Background: an optimization exercise with open tools, aiming at small area and a short achievable clock period. Do not read the settings as production practice. At most, simulation tests tie the RTL to the original design; equivalence was not proved.

## the previous run
Design part2, start of the top module:
module part2 (
    clear,
    clock,
    digit,
    digit_valid,
    end_of_line,
    total,
    line_result
);
    input clear;
    input clock;
    input [3:0] digit;
    input digit_valid;
    input end_of_line;
    output [63:0] total;
    output [47:0] line_result;
    reg [47:4] z;        
    reg [3:0] x0;        
    reg [39:0] ls;       
    reg [4:0] lg;        
    reg [5:1] lp;        
    reg [63:0] tot;
    integer k;
    reg  [11:1] shr;     
    wire [3:0]  y0 = (shr[1] | (x0 < digit)) ? digit : x0;
    wire [47:0] y = {z, y0};
    reg  [11:1] ysh;
    always @(*) begin
        ysh[11] = y[47:44] < y[43:40];
        for (k = 10; k >= 1; k = k - 1)
            ysh[k] = ysh[k + 1] | (y[4 * k +: 4] < y[4 * k - 4 +: 4]);
    end
    reg  [47:4] zn;
    always @(*)
        for (k = 1; k < 12; k = k + 1)
            zn[4 * k +: 4] = ysh[k] ? y[4 * k - 4 +: 4] : y[4 * k +: 4];
    wire [3:0] r0;    
    assign r0[0] = (y[3:0] == 4'd1) | (y[3:0] == 4'd3) | (y[3:0] == 4'd5) | (y[3:0] == 4'd7) | (y[3:0] == 4'd9) | (y[3:0] == 4'd11) | (y[3:0] == 4'd13) | (y[3:0] == 4'd15);
    assign r0[1] = (y[3:0] == 4'd2) | (y[3:0] == 4'd3) | (y[3:0] == 4'd6) | (y[3:0] == 4'd7);
    assign r0[2] = (y[3:0] == 4'd4) | (y[3:0] == 4'd5) | (y[3:0] == 4'd6) | (y[3:0] == 4'd7);
    assign r0[3] = (y[3:0] == 4'd8) | (y[3:0] == 4'd9) | (y[3:0] == 4'd10) | (y[3:0] == 4'd11) | (y[3:0] == 4'd12) | (y[3:0] == 4'd13) | (y[3:0] == 4'd14) | (y[3:0] == 4'd15);
    wire [5:0] r1;    
    assign r1[0] = (y[7:4] == 4'd1) | (y[7:4] == 4'd3) | (y[7:4] == 4'd5) | (y[7:4] == 4'd7) | (y[7:4] == 4'd9) | (y[7:4] == 4'd11) | (y[7:4] == 4'd13) | (y[7:4] == 4'd15);
    assign r1[1] = (y[7:4] == 4'd2) | (y[7:4] == 4'd3) | (y[7:4] == 4'd6) | (y[7:4] == 4'd7);
    assign r1[2] = (y[7:4] == 4'd1) | (y[7:4] == 4'd3) | (y[7:4] == 4'd4) | (y[7:4] == 4'd6) | (y[7:4] == 4'd9) | (y[7:4] == 4'd11) | (y[7:4] == 4'd13) | (y[7:4] == 4'd15);
  ...
Size in the first run: about 16,000 sq um of cells after synthesis.
Settings: LEC_CHECK=0, ABC_AREA=1, CAP_MARGIN=20, CORE_MARGIN=2, CORE_UTILIZATION=40, SETUP_SLACK_MARGIN=2.6, SLEW_MARGIN=20; clock period 6.5 ns.
standard.sh (not shown) runs the stock make flow with config.mk's settings and CLKGATE_MAP_FILE= SYNTH_SCRIPT=/design/flow/synth_recipe.tcl, a recipe that flattens the netlist after the stock synthesis.
==> flow/flow/run.sh <==
#!/bin/bash
# The standard layout (standard.sh), with these changes:
#  - synthesis leaves adders to ABC as plain gates (ADDER_MAP_FILE empty: no
#    full or half adder cells), so ABC can restructure the arithmetic;
#  - ABC's area script maps for a delay target (flow/abc_area.script) instead
#    of the unreachable default, so it can recover area off the critical paths;
set -euo pipefail
here=$(pwd)
rm -rf "$here/synth_scripts"
cp -r "$FLOW_HOME/scripts" "$here/synth_scripts"
cp "$here/flow/abc_area.script" "$here/synth_scripts/abc_area.script"
bash standard.sh ADDER_MAP_FILE= SCRIPTS_DIR="$here/synth_scripts" synth > synth.log 2>&1
export BUFFER_PORTS_ARGS="-buffer_cell sky130_fd_sc_hd__buf_2"
bash standard.sh ADDER_MAP_FILE= "BUFFER_PORTS_ARGS=$BUFFER_PORTS_ARGS" finish > layout.log 2>&1
==> flow/flow/abc_area.script <==
strash
dch -f
map -D 2500 -A 0.9
topo
stime -c
buffer -c
upsize -c -D 2500
dnsize -c -D 2500
The previous run | stages: all done | timing, DRC, antenna: all pass
Input-level comparison between the current run and the previous run:
--- a/flow/design.v
+++ b/flow/design.v
@@ -13,25 +13,26 @@
     input digit_valid;
     input end_of_line;
     output [63:0] total;
     output [47:0] line_result;
     reg [47:4] z;        
     reg [3:0] x0;        
     reg [39:0] ls;       
     reg [4:0] lg;        
     reg [5:1] lp;        
     reg [63:0] tot;
     integer k;
     reg  [11:1] shr;     
-    wire [3:0]  y0 = (shr[1] | (x0 < digit)) ? digit : x0;
+    wire        sh0 = shr[1] | (x0 < digit);    
+    wire [3:0]  y0 = sh0 ? digit : x0;
     wire [47:0] y = {z, y0};
     reg  [11:1] ysh;
     always @(*) begin
         ysh[11] = y[47:44] < y[43:40];
         for (k = 10; k >= 1; k = k - 1)
             ysh[k] = ysh[k + 1] | (y[4 * k +: 4] < y[4 * k - 4 +: 4]);
     end
     reg  [47:4] zn;
     always @(*)
         for (k = 1; k < 12; k = k + 1)
             zn[4 * k +: 4] = ysh[k] ? y[4 * k - 4 +: 4] : y[4 * k +: 4];
     wire [3:0] r0;    
Results
Compared with the previous run, in the current run number of failing setup endpoints in the final timing report has remained practically unchanged, finished layout cell area has remained practically unchanged, worst setup slack after placement has remained practically unchanged, post-CTS resize count has remained practically unchanged. Maximum frequency came out exactly the same in the current run and the previous run.
No functional check of the RTL was part of the previous run.

## port drivers added, routing unchanged
The results above use ideal ports. As a check the final layouts listed here were re-extracted and re-timed, cells and wires unchanged. Step 1 assumes that a clkbuf_16 drives the clock port and a buf_2 every other input. Step 2 also shifts input and output timing later by t, the mid clock arrival at the registers, as if the neighbouring blocks saw the same clock. Three values: ideal, step 1, step 2; two values: the first two.
| run | t (ns) | setup WS [ns] | worst setup path at the end | clock arrival spread, ns | worst register clock-pin slew, ns |
|---|---|---|---|---|---|
| the previous run | 0.513 | 2.820 / 2.769 / 2.471 | input to register | 0.013 / 0.014 | 0.07 / 0.07 |
| the current run | 0.513 | 2.820 / 2.769 / 2.471 | input to register | 0.013 / 0.014 | 0.07 / 0.07 |
After both steps every run listed still meets setup and hold.
